Source: an optimization exercise on an open RTL-to-GDS flow (aim: small area, a short achievable clock period and few clock cycles). Production flows keep margins and buffers that such runs may drop.
The RTL was checked by simulation tests, not by an equivalence proof against the original design.

==> flow/design.v (excerpt) <==
module LearningMachine(input clk,rst, start, input [6:0] x1Data,x2Data, input [1:0] tData, output[1:0] signYin, output[13:0] w1,w2,b,Yin,output ReadEn, Ready);
  reg busy, rdEn, valid;
  reg xlast, flag;
  reg [7:0] cnt;      
  reg [6:0] x1, x2;
  reg [3:0] o1, o2;      
  reg [2:0] tw1, tw2;    
  reg t;
  reg [11:0] u1, u2;
  reg [7:0] v;
  reg [13:0] yReg;
  wire [13:0] ya, yb;
  wire [11:0] u1n, u2n;
  wire n1;
  wire n2;
  wire n3;
  wire n4;
  wire n5;
  wire n6;
  wire n7;
  wire n8;
  wire n9;
  wire n10;
  wire n11;
  wire n12;
  wire n13;
  wire n14;
  wire n15;
  wire n16;
  wire n17;
  wire n18;
  wire n19;
  wire n20;
  wire n21;
  wire n22;
  wire n23;
  wire n24;
  wire n25;
  wire n26;
  wire n27;
  wire n28;
  wire n29;
  wire n30;
  wire n31;
  wire n32;
  wire n33;
  wire n34;
  wire n35;
  wire n36;
  wire n37;
  wire n38;
  wire n39;
  wire n40;
  wire n41;
  wire n42;
  wire n43;
  wire n44;
  wire n45;
  wire n46;
  wire n47;
  wire n48;
  wire n49;
  wire s50;
  wire c51;
  wire s52;
  wire c53;
  wire n54;
  wire n55;
  wire n56;
  wire n57;
  wire n58;
  wire n59;
  wire n60;
  wire n61;
  wire n62;
  wire n63;
  wire n64;
  wire n65;
  wire n66;
  wire n67;
  wire n68;
  wire n69;
  wire n70;
  wire n71;
  wire n72;
  wire n73;
  wire n74;
  wire n75;
  wire n76;
  wire n77;
  wire n78;
  wire n79;
  wire n80;
  wire n81;
  wire n82;
  wire n83;
  wire n84;
  wire n85;
  wire n86;
  wire n87;
  wire n88;
  wire n89;
  wire n90;
  wire n91;
  wire n92;
  wire n93;
  wire n94;
  wire n95;
  wire n96;
  wire n97;
  wire n98;
  wire n99;
  wire n100;
  wire n101;
  wire s102;
  wire c103;
  wire s104;
  wire c105;
  wire s106;
  wire c107;
  wire s108;
  wire c109;
  wire s110;
  wire c111;
  wire s112;
  wire c113;
  wire s114;
  wire c115;
  wire s116;
  wire c117;
  wire s118;
  wire c119;
  wire s120;
  wire c121;
  wire s122;
  wire c123;
  wire s124;
  wire c125;
  wire s126;
  wire c127;
  wire s128;
  wire c129;
  wire s130;
  wire c131;
  wire s132;
  wire c133;
  ...
clock: 12.0 ns
lec_check: 0
abc_clock_period_in_ps: 5000
cap_margin: 20
core_margin: 2
core_utilization: 40
setup_slack_margin: 5
slew_margin: 20
synth_hierarchical: 1
synth_minimum_keep_size: 0
standard.sh (not shown) runs the stock make flow with config.mk's settings and CLKGATE_MAP_FILE= SYNTH_SCRIPT=/design/flow/synth_recipe.tcl, a recipe that flattens the netlist after the stock synthesis.
==> flow/flow/run.sh <==
#!/bin/bash
set -euo pipefail
bash standard.sh SETUP_SLACK_MARGIN=7.5 'BUFFER_PORTS_ARGS=-buffer_cell sky130_fd_sc_hd__buf_1' finish > standard_make.log 2>&1
The first run finished with timing, DRC and antenna clean.
Testbench counts at the start, summed over its fixed seeds: cycles 145,544.
Edit:
--- a/flow/design.v
+++ b/flow/design.v
@@ -929,20 +929,21 @@
   assign u1n = u1 + {4'd0, ~xs1, xs1, xl1} + {4'd0, ~xs1, xl1, t} + {4'b1111, 6'd0, t, 1'b0};
   wire [5:0] xl2 = x2[5:0] ^ {6{t}};
   wire xs2 = x2[6] ^ t;
   assign u2n = u2 + {4'd0, ~xs2, xs2, xl2} + {4'd0, ~xs2, xl2, t} + {4'b1111, 6'd0, t, 1'b0};
   wire [13:0] yt;    
   wire [13:0] y = {yt[13] ^ t, yt[12:0]};
   wire [13:0] zx = ya ^ yb ^ {ya[12:0] | yb[12:0], 1'b0} ^ {t, 13'd0};
   wire yzero = ~|zx;
   wire mis = yzero | yt[13];
   wire upd = valid & mis;
+  wire clr = ~busy & start;
   wire [7:0] vn = v + {{6{t}}, ~t, 1'b1};    
   wire last = (cnt == 8'd14);
   function [6:0] booth(input [6:0] x);
     reg [8:0] e;
     integer i;
     begin
       e = {x[6], x, 1'b0};
       for (i = 0; i < 4; i = i + 1)
         booth[i] = e[2*i+1] ^ e[2*i];
       for (i = 0; i < 3; i = i + 1)
@@ -967,30 +968,29 @@
       if (rdEn && last) flag <= 1'b0;
       else if (upd && !xlast) flag <= 1'b1;
     end
   end
   always @(posedge clk, posedge rst) begin
     if (rst) begin
       busy <= 1'b0; rdEn <= 1'b0; valid <= 1'b0;
       u1 <= 12'd0; u2 <= 12'd0; v <= 8'd0; yReg <= 14'd0;
     end else begin
       if (valid) yReg <= y;
+      u1 <= upd ? u1n : u1 & {12{~clr}};
+      u2 <= upd ? u2n : u2 & {12{~clr}};
+      v <= upd ? vn : v & {8{~clr}};
       if (!busy) begin
         if (start) begin
           busy <= 1'b1; rdEn <= 1'b1; valid <= 1'b0;
-          u1 <= 12'd0; u2 <= 12'd0; v <= 8'd0;
         end
       end else begin
         valid <= rdEn;
-        if (upd) begin
-          u1 <= u1n; u2 <= u2n; v <= vn;
-        end
         if (rdEn && last) begin
           rdEn <= flag | upd;
         end else if (!rdEn && xlast && valid) begin
           rdEn <= mis;
           busy <= mis;
         end
       end
     end
   end
   assign w1 = {u1, 2'b00};
=> The new run completed without violations; routed wire length came out lower by a few percent; synthesized cell count came out lower slightly; register-to-register slack loses 120 ps; die area came out lower slightly; worst setup slack loses 120 ps; non-clock buffer count came out lower by 5; design area came out lower by a few percent; first-iteration DRC count came out lower by a quarter to a third; core utilization came out lower by 1.4 points; via count came out lower slightly; area after synthesis came out lower slightly; sequential cell count does not change.
Testbench counts after the change, summed over its fixed seeds: cycles 145,544.

separate check: timing with driven ports:
No port has a modelled driver above. Below, the same layouts with a new extraction and two added sets of constraints. Step 1, drivers: a clkbuf_16 drives clk and a buf_2 each remaining input, both assumed. Step 2 times the ports against the registers' clock, not the clock port: input delays grow and output delays shrink by t, the midpoint of the rising clock arrivals with the driver on. Three values: ideal, step 1, step 2; two values: the first two.
| run | t, ns | slack for setup (ns) | latest minus earliest clock arrival (ns) | worst data-port slew with drivers (ns) |
|---|---|---|---|---|
| the first run | 0.393 | 7.078 / 7.078 / 7.078 | 0.012 / 0.012 | 0.04 |
| the second run | 0.400 | 6.963 / 6.963 / 6.963 | 0.014 / 0.014 | 0.04 |
After both steps every run listed still meets setup and hold.
